This design comes from an exercise in tuning for small area, a short achievable clock period and few clock cycles on the open sky130 flow, not from production work.
Only simulation tests tie the RTL to the original design; equivalence was not proved.

==> flow/design.v (outline; a module is shown in full before it is edited, if it fits) <==
// module fmul_core: 785 lines
// module finc: 18 lines
// module fadd_front: 72 lines
// module fadd_back: 33 lines
// module relu: 7 lines
// module feedforward: 199 lines
// module ff_order: 25 lines
// module ff_ctl: 14 lines
module feedforward(
    input [31:0] x1, x2, x3, x4,
    input [31:0] w1, w2, w3, w4,
    input clk,
    input rst,
    output wire [31:0] result,
    output wire done
    );
  // ...
==> flow/flow/run.sh <==
#!/bin/bash
# The standard layout (the standard.sh: ORFS from synthesis to the final
# layout), except that the buffer put on every input and output port is the
# smallest plain buffer, sky130_fd_sc_hd__buf_1, rather than the default.
set -e
export BUFFER_PORTS_ARGS="-buffer_cell sky130_fd_sc_hd__buf_1"
bash standard.sh > standard_flow.log 2>&1
==> flow/standard.sh <==
#!/bin/bash
# synth_recipe.tcl (not shown) runs the flow's synth.tcl, then flattens the netlist and writes it again
# the make line also repeats each setting of config.mk as NAME=value (left out here)
make -C /OpenROAD-flow-scripts/flow DESIGN_CONFIG=/design/flow/config.mk WORK_HOME=/design/flow/orfs CLKGATE_MAP_FILE= SYNTH_SCRIPT=/design/flow/synth_recipe.tcl "${@:-finish}"
==> flow/config.mk <==
export PLATFORM = sky130hd
export DESIGN_NAME = feedforward
export DESIGN_NICKNAME = feedforward
export VERILOG_FILES = /design/flow/design.v
export SDC_FILE = /design/flow/constraint.sdc
export NUM_CORES = 4
export LEC_CHECK = 0
export ABC_AREA = 1
export CAP_MARGIN = 20
export CORE_MARGIN = 2
export CORE_UTILIZATION = 40
export SETUP_SLACK_MARGIN = 2.5
export SLEW_MARGIN = 20
==> flow/constraint.sdc <==
create_clock -name core_clock -period 10.0 [get_ports {clk}]
set_input_delay 2.0000 -clock core_clock [delete_from_list [all_inputs] [get_ports {clk}]]
set_output_delay 2.0000 -clock core_clock [all_outputs]
set_load 0.01 [all_outputs]
==> flow_summary.yaml, run 1 <==
run_status:
  status: "complete, no violations"
hold_path:
  min_path_cells: 2
  hold_start: "za_fin"
placement:
  dp_cells: 7324
layout:
  nets: 6966
  fin_cells: 7614
  n_clock_buffer: 44
  inverters: 855
yosys:
  synthMuxAreaShare_pct: 0.388
  synthAdderAreaFrac_pct: 19.5
  syn_area_mm2: 0.0413
  synth-seq-cells: 239
  synth_ff_type: "edfxtp_1"
  yosysTopAreaCell: "edfxtp_1"
detailed_routing:
  ant_nets: 0
  dr_total_vias: 44500
floorplan:
  die_w_um: 325
  initial_core_util_pct: 40.5
  die_h_um: 325
critical_path:
  crit_family: "adder cells"
  reg2regPathDepth: 38
timing:
  fmax_mhz: 133
  finalCriticalPeriod_ns: 7.49
  tightest_slew_ns: 1.20
  finalSetupViolCount: 0
global_routing:
  grt.total_usage_pct: 32.3
Testbench counts, summed over its fixed seeds: cycles 3,567.
==> run 2, diff against run 1 <==
--- a/flow/config.mk
+++ b/flow/config.mk
@@ -8,6 +8,6 @@
 export ABC_AREA = 1
 export CAP_MARGIN = 20
 export CORE_MARGIN = 2
-export CORE_UTILIZATION = 40
+export CORE_UTILIZATION = 50
 export SETUP_SLACK_MARGIN = 2.5
 export SLEW_MARGIN = 20
==> flow_summary.yaml, run 2 <==
cts:
  cts.sinks: 239
  ctsHoldBuffers: 0
  cts_tree: "yes"
  clockBufferDepth: 3
  clock_latency_ns: 0.60
  root_buffer: "clkbuf_16"
  numCtsBuffers: 30
  h-tree-depth: 1
  path_clk_slew_ns: 0.06
yosys:
  netlist_top_cells_area: "edfxtp_1, fa_1, nand2_1"
  syn_inst: 5864
  yosysTopAreaCell: "edfxtp_1"
  yosysSeqAreaShare_pct: 17.0
  synth-seq-cells: 239
  synthesis.nets: 6612
  synth_top_area_share_pct: 16.3
  synth_cell_types: 79
  async_flop_share_pct: 0
  synth_ff_type: "edfxtp_1"
  syn_area_mm2: 0.0413
  synth_edf_count: 224
  yosys.cell_count.top_type: "nand2_1"
  syn_avg_cell_area_um2: 7.04
  synth_commonest_cells: "nand2_1, inv_1, xor2_1"
  yosysWarnings: 5
detailed_routing:
  totalWireLength_um: 178000
  drt_first_pass_iters: 7
  avgRoutedWirePerCell_um: 24.4
  dr_total_vias: 44500
  drt_iter0_drc: 4913
  drc: 0
  vias_per_cell: 6.09
  ant_nets: 0
critical_path:
  crit_path_frequent_cell: "fa_1"
  crit_path_end_kind: "flip-flop"
  worstPathRequired_ns: 10.35
  worst_setup_path_start_kind: "flip-flop"
  worstPathArrival_ns: 7.77
  critical_path_class: "flip-flop to flip-flop"
  cp_slowest_cell: "fa_1"
  crit_fanout: 6
  cp_slowest_stage_delay_ns: 0.58
placement:
  gp_congestion: 1.05
  dp_hpwl_um: 138000
  portBuffers: 290
  dp_cells: 7042
timing:
  fin_tns_setup_ns: 0
  relSlewSlack_pct: 24.3
  finalSetupViolCount: 0
  tightest_slew_ns: 1.13
  finClkSkew_ns: 0.0168
  rsz0062_at_grt: "yes"
  hold_violations: 0
  finalCriticalPeriod_ns: 7.42
  slew_violations: 0
  fmax_mhz: 135
  finalCritPeriodShare_pct: 74.2
global_routing:
  grt-ovfl-total: 0
  grt.total_usage_pct: 39.9
  grt_start_max_net_pins: 100
  grt_pass1_vias: 41800
  grt_first_pass_wirelength_um: 258000
  grt_antenna_before_repair: 3
layout:
  layout_commonest_cell: "nand2_1"
  reg_top3: "sr: 32 flops, as_sum: 28 flops"
  synthToLayoutAreaGrowth_pct: 15.9
  largest_reg_flops: 32
  fin_cells: 7308
  layout-drive-gt1-share_pct: 12.2
  nets: 6956
  largest-register: "sr"
  layout_common_cells: "nand2_1, inv_1, xor2_1"
floorplan:
  dieArea_mm2: 0.0849
  io_pins: 291
  die_h_um: 291
  core_area_mm2: 0.0818
  initial_core_util_pct: 50.4
  die_w_um: 291
  num_rows: 105
run_status:
  status: "complete, no violations"
hold_path:
  hold_class: "flip-flop to flip-flop"
run:
  drv_cap: 0
## run 2: cell families after synthesis
group           synth area share [%]
mux                            0.388
other cells                  0.00908
fa+ha+maj                       19.5
simple gates                    22.8
flops                           17.0
xor+xnor                        11.1
compound gates                  18.3
buf+inv                         10.9
## run 2: layout make-up
type                       instances  area (um^2)
inverter                         854         3280
clock buffer                      38          802
multi-input combinational       4461        31300
sequential                       239         7030
tap                             1070         1340
timing repair buffer             621         3970
timing repair inverter             1         7.51
antenna                            6         15.0
fill                            7955        34000
clock inverter                    18          123
## run 2: per-layer routing
layer,vias up,global-route usage (%),part of all wire (%)
met5,-,0,0
met4,0,25.3,8.0
met3,632,6.80,9.2
met2,2615,65.3,46
met1,20800,48.7,37
li1,20400,-,-
## run 2: worst paths after layout
check | start | end | slack, ns | cells after the start
setup / recovery | ny[8] | ub_m[8] | 2.58 | 36
hold / removal | za_fin | za_fin | 0.47 | 2
setup reg to reg | ny[8] | ub_m[8] | 2.58 | 36
hold reg to reg | za_fin | za_fin | 0.47 | 2
## run 2: timing repair
action / in CTS / in global routing
buffers inserted: 89 / 99
cloned: 8 / 8
pin swaps: 70 / 95
endpoints found under the setup margin: 102 / 104
resized for setup: 179 / 280
## run 2: through the flow
stage	utilization (%)	instance area, um^2	hold slack, ns	worst slack [ns]
6_report	58.5	47800	0.474	2.58
5_1_grt	58.4	47800	0.499	2.26
4_1_cts	56.1	45900	0.477	2.50
3_5_place_dp	53.2	43500	0.467	1.05
3_3_place_gp	53.2	43500	0.459	1.20
2_1_floorplan	-	41300	0.440	2.50
## run 2: worst max-delay path, delay by kind of cell, from the launching register on
kind	cells	cell delay, ns
xor gates and xnor gates	2	0.34
and+or+nand+nor	7	0.60
DFF	1	0.50
AOI/OAI and AO/OA	14	1.85
muxes	1	0.18
adders and majority gates	6	2.75
buffers and inverters	6	0.93
==> run 3, diff against run 2 <==
--- a/flow/config.mk
+++ b/flow/config.mk
@@ -8,6 +8,6 @@
 export ABC_AREA = 1
 export CAP_MARGIN = 20
 export CORE_MARGIN = 2
-export CORE_UTILIZATION = 50
-export SETUP_SLACK_MARGIN = 2.5
+export CORE_UTILIZATION = 45
+export SETUP_SLACK_MARGIN = 2.0
 export SLEW_MARGIN = 20
==> flow_summary.yaml, run 3 <==
critical_path:
  crit_fanout: 6
  crit_path_end_kind: "flip-flop"
  critical_path_class: "flip-flop to flip-flop"
  worstPathRequired_ns: 10.44
  crit_path_frequent_cell: "fa_1"
  cp_slowest_stage_delay_ns: 0.56
  worstPathArrival_ns: 8.19
  worst-path-buf-inv: 6
  cp_slowest_cell: "fa_1"
  worst_setup_path_start_kind: "flip-flop"
  crit_family: "adder cells"
  reg2reg_from: "ny[1]"
  cp-startpoint: "ny[1]"
hold_path:
  hold_class: "flip-flop to flip-flop"
  hold_start: "za_fin"
placement:
  dp_hpwl_um: 142000
  gp_congestion: 1.04
  portBuffers: 290
  post-place-ws_ns: 1.06
timing:
  fin_ws_ns: 2.26
  finalCriticalPeriod_ns: 7.74
  hold_violations: 0
  finClkSkew_ns: 0.0227
  rsz0062_at_grt: "no"
  finalSetupViolCount: 0
  fmax_mhz: 129
  relSlewSlack_pct: 15.4
  slew_violations: 0
  fin_tns_setup_ns: 0
  finalCritPeriodShare_pct: 77.4
  tightest_slew_ns: 1.26
cts:
  clock_latency_ns: 0.61
  clockBufferDepth: 3
  cts.sinks: 239
  root_buffer: "clkbuf_16"
  h-tree-depth: 1
  path_clk_slew_ns: 0.06
  cts_tree: "yes"
  numCtsBuffers: 31
detailed_routing:
  totalWireLength_um: 177000
  vias_per_cell: 5.91
  drt_first_pass_iters: 9
  dr_total_vias: 43200
  ant_nets: 0
  avgRoutedWirePerCell_um: 24.2
  drc: 0
  drt_iter0_drc: 4626
yosys:
  async_flop_share_pct: 0
  syn_avg_cell_area_um2: 7.04
  synth_cell_types: 79
  yosysWarnings: 5
  synth_ff_type: "edfxtp_1"
  netlist_top_cells_area: "edfxtp_1, fa_1, nand2_1"
  yosysTopAreaCell: "edfxtp_1"
  synth_edf_count: 224
  synthesis.nets: 6612
  syn_inst: 5864
  synth-seq-cells: 239
  syn_area_mm2: 0.0413
  yosys.cell_count.top_type: "nand2_1"
  synth_top_area_share_pct: 16.3
  yosysSeqAreaShare_pct: 17.0
  synth_commonest_cells: "nand2_1, inv_1, xor2_1"
global_routing:
  grt_antenna_before_repair: 5
  grt_start_max_net_pins: 99
  grt-ovfl-total: 0
  grt.total_usage_pct: 36.4
  grt_pass1_vias: 41300
  grt_first_pass_wirelength_um: 259000
layout:
  final_core_util_pct: 50.1
  layout_common_cells: "nand2_1, inv_1, xor2_1"
  reg_top3: "sr: 32 flops, as_sum: 28 flops"
  layout_commonest_cell: "nand2_1"
  synthToLayoutAreaGrowth_pct: 10.8
  largest-register: "sr"
  layout-drive-gt1-share_pct: 7.27
  largest_reg_flops: 32
  nets: 6840
floorplan:
  io_pins: 291
  num_rows: 111
  dieArea_mm2: 0.0942
  core_area_mm2: 0.0912
  die_h_um: 307
  initial_core_util_pct: 45.2
  die_w_um: 307
run_status:
  status: "complete, no violations"
run:
  drv_cap: 0
run 3: cell counts after synthesis:
Identical to the previous run, type by type.
run 3: final timing paths:
kind	end	slack, ns	cells after the start
max reg2reg	ub_e[1]	2.26	37
min	za_fin	0.48	2
max	ub_e[1]	2.26	37
min reg2reg	za_fin	0.48	2
run 3: cell type report:
type                       count  area, um^2
clock buffer                  41         823
inverter                     854        3240
fill                        9442       45500
tap                         1186        1480
timing repair buffer         502        2810
sequential                   239        7030
multi-input combinational   4461       30200
timing repair inverter         3        17.5
clock inverter                17         184
antenna                        5        12.5
run 3: metrics by stage:
step	cells	area, um^2	hold slack, ns
after CTS	7238	44900	0.481
after floorplan	5864	41300	0.440
after detailed placement	7160	43700	0.471
final	7308	45800	0.477
after global routing	7308	45800	0.519
after global placement	7160	43700	0.457
run 3: routing by layer:
metal	vias to the layer above	wire (um)	GRT usage (%)
met2	2271	80500	59.8
met5	-	0	0
li1	20200	-	-
met3	600	13500	5.33
met1	20100	67200	43.4
met4	0	15800	26.7
run 3: logic make-up (layout without fill, tap and decap cells):
family / count (synthesis) / after routing / synth area share (%)
and+or+nand+nor: 2169 / 2172 / 22.8
AOI/OAI and AO/OA: 1261 / 1261 / 18.3
buffers and inverters: 1167 / 1417 / 10.9
xor gates and xnor gates: 521 / 521 / 11.1
adders and majority gates: 490 / 490 / 19.5
DFF: 239 / 239 / 17.0
muxes: 16 / 16 / 0.388
other: 1 / 6 / 0.00908
run 3: repair_timing:
item                                    CTS  global route
gates cloned                              1             6
endpoints found under the setup margin   88            99
hold buffers                              0             0
setup buffers                            19            58
pin swaps                                 2            29
resized for setup                        32            94
run 3: worst register-to-register path, delay by kind of cell (launching register included):
family / cells / cell delay (ns)
fa+ha+maj: 6 / 2.82
simple gates: 9 / 0.83
buf+inv: 6 / 0.80
compound gates: 14 / 2.34
flops: 1 / 0.41
xor+xnor: 2 / 0.40
==> run 4, diff against run 3 <==
--- a/flow/config.mk
+++ b/flow/config.mk
@@ -9,5 +9,6 @@
 export CAP_MARGIN = 20
 export CORE_MARGIN = 2
 export CORE_UTILIZATION = 45
-export SETUP_SLACK_MARGIN = 2.0
+export PLACE_DENSITY = 0.7
+export SETUP_SLACK_MARGIN = 2.5
 export SLEW_MARGIN = 20
==> flow_summary.yaml, run 4 <==
layout:
  fillers: 8944
  multiInputGateArea_mm2: 0.0314
  seqCellArea_mm2: 0.00703
  layout_common_cells: "nand2_1, inv_1, xor2_1"
  layout-drive-gt1-share_pct: 12.0
  largest-register: "sr"
  largest_reg_flops: 32
  fin_cells: 7395
  nets: 6925
  layout_commonest_cell: "nand2_1"
  reg_top3: "sr: 32 flops, as_sum: 28 flops"
  synthToLayoutAreaGrowth_pct: 16.2
cts:
  cts_tree: "yes"
  clock_latency_ns: 0.60
  root_buffer: "clkbuf_16"
  h-tree-depth: 1
  path_clk_slew_ns: 0.07
  cts.sinks: 239
  clockBufferDepth: 3
  numCtsBuffers: 27
  ctsHoldBuffers: 0
yosys:
  syn_inst: 5864
  synth_top_area_share_pct: 16.3
  yosysWarnings: 5
  yosysSeqAreaShare_pct: 17.0
  netlist_top_cells_area: "edfxtp_1, fa_1, nand2_1"
  synthesis.nets: 6612
  syn_avg_cell_area_um2: 7.04
  yosysTopAreaCell: "edfxtp_1"
  synth_cell_types: 79
  async_flop_share_pct: 0
  synth_commonest_cells: "nand2_1, inv_1, xor2_1"
  syn_area_mm2: 0.0413
  yosys.cell_count.top_type: "nand2_1"
  synth_ff_type: "edfxtp_1"
  synth-seq-cells: 239
  synth_edf_count: 224
timing:
  finalSetupViolCount: 0
  fin_tns_setup_ns: 0
  relSlewSlack_pct: 19.3
  fmax_mhz: 135
  finalCriticalPeriod_ns: 7.42
  finClkSkew_ns: 0.0405
  finalCritPeriodShare_pct: 74.2
  slew_violations: 0
  rsz0062_at_grt: "yes"
  tightest_slew_ns: 1.20
  hold_violations: 0
detailed_routing:
  vias_per_cell: 6.14
  dr_total_vias: 45400
  drc: 0
  drt_iter0_drc: 6040
  ant_nets: 0
  drt_first_pass_iters: 9
  totalWireLength_um: 181000
  avgRoutedWirePerCell_um: 24.5
global_routing:
  grt_antenna_before_repair: 12
  grt-ovfl-total: 0
  grt_pass1_vias: 42500
  grt_start_max_net_pins: 99
  grt.total_usage_pct: 36.5
  grt_first_pass_wirelength_um: 263000
floorplan:
  num_rows: 111
  die_h_um: 307
  initial_core_util_pct: 45.2
  die_w_um: 307
  core_area_mm2: 0.0912
  io_pins: 291
  dieArea_mm2: 0.0942
run_status:
  status: "complete, no violations"
critical_path:
  crit_path_end_kind: "flip-flop"
  worstPathRequired_ns: 10.31
  crit_fanout: 12
  cp_slowest_stage_delay_ns: 0.53
  critical_path_class: "flip-flop to flip-flop"
  crit_path_frequent_cell: "fa_1"
  cp_slowest_cell: "fa_1"
  worst_setup_path_start_kind: "flip-flop"
  worstPathArrival_ns: 7.73
placement:
  gp_congestion: 1.06
  portBuffers: 290
  dp_hpwl_um: 140000
  dp_cells: 7132
run:
  drv_cap: 0
hold_path:
  hold_class: "flip-flop to flip-flop"
-- run 4: worst paths after layout --
check        startpoint        to  slack [ns]  cells after the start
min              za_fin    za_fin        0.48                      2
max               ny[5]  ua_m[14]        2.58                     39
max reg2reg       ny[5]  ua_m[14]        2.58                     39
min reg2reg      za_fin    za_fin        0.48                      2
-- run 4: cell type report --
type / count / share of cell area [%]
flip-flops and latches: 239 / 14.7
clock inverters: 22 / 0.543
diodes: 11 / 0.0574
multi-input cells: 4461 / 65.5
clock buffers: 28 / 1.42
repair inverters: 4 / 0.0626
repair buffers: 590 / 7.85
well taps: 1186 / 3.09
inverters: 854 / 6.85
-- run 4: what timing repair did --
item                       in CTS  in global routing
buffers inserted              105                 73
pin swaps                      77                149
resized for setup             156                312
cloned                         10                 13
setup endpoints to repair     102                100
-- run 4: critical path: cells and delay by family, from the launching register on --
kind	cells	cell delay, ns
adders and majority gates	6	2.68
AOI/OAI and AO/OA	14	1.77
buffers and inverters	7	0.99
and+or+nand+nor	10	0.84
DFF	1	0.45
xor gates and xnor gates	2	0.40
-- run 4: kinds of logic (layout without fill, tap and decap cells) --
family                     after synthesis  after routing  share of synthesized area, %
other                                    1             12                       0.00908
muxes                                   16             16                         0.388
DFF                                    239            239                          17.0
xor gates and xnor gates               521            521                          11.1
AOI/OAI and AO/OA                     1261           1261                          18.3
and+or+nand+nor                       2169           2172                          22.8
buffers and inverters                 1167           1498                          10.9
adders and majority gates              490            490                          19.5
-- run 4: through the flow --
| stage | setup slack [ns] | utilization [%] | hold slack (ns) | instance area [um^2] |
|---|---|---|---|---|
| 2_1_floorplan | 2.50 | - | 0.440 | 41300 |
| 3_3_place_gp | 0.991 | 47.6 | 0.454 | 43400 |
| 3_5_place_dp | 0.808 | 47.6 | 0.464 | 43500 |
| 4_1_cts | 2.50 | 50.3 | 0.477 | 45900 |
| 5_1_grt | 2.30 | 52.6 | 0.497 | 48000 |
| 6_report | 2.58 | 52.6 | 0.475 | 48000 |
-- run 4: metal layers --
layer	wire (um)	share of wire, %	GRT usage, %
met1	65600	36	44.6
met2	80100	44	58.5
met3	20800	11	8.32
met4	14400	7.9	22.0
met5	15	0.0083	0
==> run 5, diff against run 4 <==
==> flow/run.sh (new file) <==
#!/bin/bash
# synth_recipe.tcl (not shown) runs the flow's synth.tcl, then flattens the netlist and writes it again
# the make line also repeats each setting of config.mk as NAME=value (left out here)
make -C /OpenROAD-flow-scripts/flow DESIGN_CONFIG=/design/flow/config.mk WORK_HOME=/design/flow/orfs CLKGATE_MAP_FILE= SYNTH_SCRIPT=/design/flow/synth_recipe.tcl finish
--- a/flow/config.mk
+++ b/flow/config.mk
@@ -8,7 +8,6 @@
 export ABC_AREA = 1
 export CAP_MARGIN = 20
 export CORE_MARGIN = 2
-export CORE_UTILIZATION = 45
-export PLACE_DENSITY = 0.7
-export SETUP_SLACK_MARGIN = 2.5
+export CORE_UTILIZATION = 55
+export SETUP_SLACK_MARGIN = 1.5
 export SLEW_MARGIN = 20
removed: flow/flow/run.sh
removed: flow/standard.sh
==> flow_summary.yaml, run 5 <==
yosys:
  synth_commonest_cells: "nand2_1, inv_1, xor2_1"
  synth-seq-cells: 239
  yosysWarnings: 5
  syn_inst: 5864
  syn_avg_cell_area_um2: 7.04
  synth_edf_count: 224
  yosys.cell_count.top_type: "nand2_1"
  async_flop_share_pct: 0
  synth_top_area_share_pct: 16.3
  synth_cell_types: 79
  yosysSeqAreaShare_pct: 17.0
  synthesis.nets: 6612
  netlist_top_cells_area: "edfxtp_1, fa_1, nand2_1"
  yosysTopAreaCell: "edfxtp_1"
  synth_ff_type: "edfxtp_1"
  syn_area_mm2: 0.0413
floorplan:
  dieArea_mm2: 0.0773
  num_rows: 100
  initial_core_util_pct: 55.5
  die_w_um: 278
  io_pins: 291
  core_area_mm2: 0.0743
  die_h_um: 278
global_routing:
  grt_start_max_net_pins: 99
  grt.total_usage_pct: 42.4
  grt-ovfl-total: 0
  grt_pass1_vias: 41800
  grt_first_pass_wirelength_um: 252000
  grt_antenna_before_repair: 11
timing:
  slew_violations: 0
  finClkSkew_ns: 0.0410
  fmax_mhz: 122
  fin_tns_setup_ns: 0
  finalHoldWorstSlack_ns: 0.475
  hold_violations: 0
  rsz0062_at_grt: "yes"
  fin_ws_ns: 1.80
  relSlewSlack_pct: 16.8
  finalSetupViolCount: 0
  finalCritPeriodShare_pct: 82.0
  finalCriticalPeriod_ns: 8.20
  tightest_slew_ns: 1.23
critical_path:
  cp_slowest_stage_delay_ns: 0.63
  cp_slowest_cell: "a21oi_1"
  worstPathRequired_ns: 10.33
  reg2reg_slack_ns: 1.80
  critical_path_class: "flip-flop to flip-flop"
  crit_fanout: 27
  crit_path_end_kind: "flip-flop"
  worstPathArrival_ns: 8.53
  worst_setup_path_start_kind: "flip-flop"
hold_path:
  hold_class: "flip-flop to flip-flop"
layout:
  layout_common_cells: "nand2_1, inv_1, xor2_1"
  fillers: 7022
  largest-register: "sr"
  nets: 6773
  layout-drive-gt1-share_pct: 5.62
  final_core_util_pct: 62.6
  layout_commonest_cell: "nand2_1"
  seqCellArea_mm2: 0.00703
  largest_reg_flops: 32
  synthToLayoutAreaGrowth_pct: 12.7
  reg_top3: "sr: 32 flops, as_sum: 28 flops"
  multiInputGateArea_mm2: 0.0300
placement:
  gp_congestion: 1.08
  dp_hpwl_um: 133000
  post-place-ws_ns: 0.722
  portBuffers: 290
cts:
  path_clk_slew_ns: 0.08
  root_buffer: "clkbuf_16"
  cts_tree: "yes"
  ctsHoldBuffers: 0
  h-tree-depth: 1
  numCtsBuffers: 29
  clockBufferDepth: 3
  clock_latency_ns: 0.62
  cts.sinks: 239
detailed_routing:
  drt_first_pass_iters: 9
  drc: 0
  drt_iter0_drc: 5189
  dr_total_vias: 43900
  vias_per_cell: 6.25
  avgRoutedWirePerCell_um: 23.9
  totalWireLength_um: 168000
  ant_nets: 0
run:
  drv_cap: 0
run_status:
  status: "complete, no violations"
run 5: metal layers:
layer,share of wire [%],track usage (%)
met5,0.027,0
met4,8.6,29.3
met3,10,8.16
met2,45,69.0
met1,36,50.7
run 5: critical path: cells and delay by family, from the launching register on:
family          cells  cell delay, ns
compound gates     11            2.28
xor+xnor            2            0.49
fa+ha+maj           6            2.82
buf+inv             2            0.26
flops               1            0.62
mux                 1            0.28
simple gates       10            1.16
run 5: worst paths after layout:
kind,depth (start not counted),from,endpoint
worst max-delay path,32,ny[9],ub_g
worst min-delay path,2,za_fin,za_fin
worst max register to register,32,ny[9],ub_g
worst min register to register,2,za_fin,za_fin
run 5: cell families after synthesis:
group	after synthesis	share of synthesized area, %
mux	16	0.388
xor+xnor	521	11.1
fa+ha+maj	490	19.5
other cells	1	0.00908
flops	239	17.0
compound gates	1261	18.3
buf+inv	1167	10.9
simple gates	2169	22.8
run 5: final cells by class:
| cell class | instances | area share, % |
|---|---|---|
| sequential | 239 | 15.1 |
| multi-input combinational | 4458 | 64.4 |
| tap | 969 | 2.61 |
| clock inverter | 20 | 0.591 |
| inverter | 854 | 6.93 |
| timing repair inverter | 2 | 0.0269 |
| clock buffer | 34 | 1.60 |
| timing repair buffer | 441 | 8.73 |
| antenna | 12 | 0.0645 |
run 5: metrics by stage:
step	std cells	cell area, um^2
floorplan	5864	41300
global placement	6930	45100
detailed placement	6930	45100
CTS	6997	46200
global route	7024	46500
finish	7029	46500
run 5: timing repair:
| action | 4_1_cts | 5_1_grt |
|---|---|---|
| pin swaps | 0 | 3 |
| resized for setup | 14 | 31 |
| buffers inserted | 11 | 20 |
| cloned | 2 | 0 |
| setup endpoints to repair | 81 | 98 |

[separate check: timing with driven ports]
How much do the figures lean on ideal ports? The routed layouts below were timed once more, with nothing changed but the port constraints. Step 1: set_driving_cell puts a clkbuf_16 on clk and a buf_2 on each other input, an assumption about the parent block. Step 2 moves the port delays by t, midway between the first and last clock arrival at a register: inputs arrive t later, outputs are due t later. That takes back most of the time a late clock gives input paths. a / b / c = ideal / step 1 / step 2; a / b = the first two.
run	t (ns)	setup slack, ns	hold slack, ns	worst setup path at the end	worst slew at a driven data input, ns
run 1	0.661	2.506 / 2.506 / 2.301	0.473 / 0.473 / 0.473	input to register	0.15
run 2	0.661	2.581 / 2.581 / 2.581	0.474 / 0.474 / 0.474	register to register	0.14
run 3	0.681	2.256 / 2.256 / 2.256	0.477 / 0.477 / 0.477	register to register	0.14
run 4	0.645	2.583 / 2.583 / 2.552	0.475 / 0.475 / 0.475	input to register	0.23
run 5	0.665	1.800 / 1.800 / 1.800	0.475 / 0.475 / 0.475	register to register	0.14
After both steps every run listed still meets setup and hold. For run 1, which loses most, drivers alone change the setup slack by 0.000 ns; drivers and shift together by -0.205 ns.
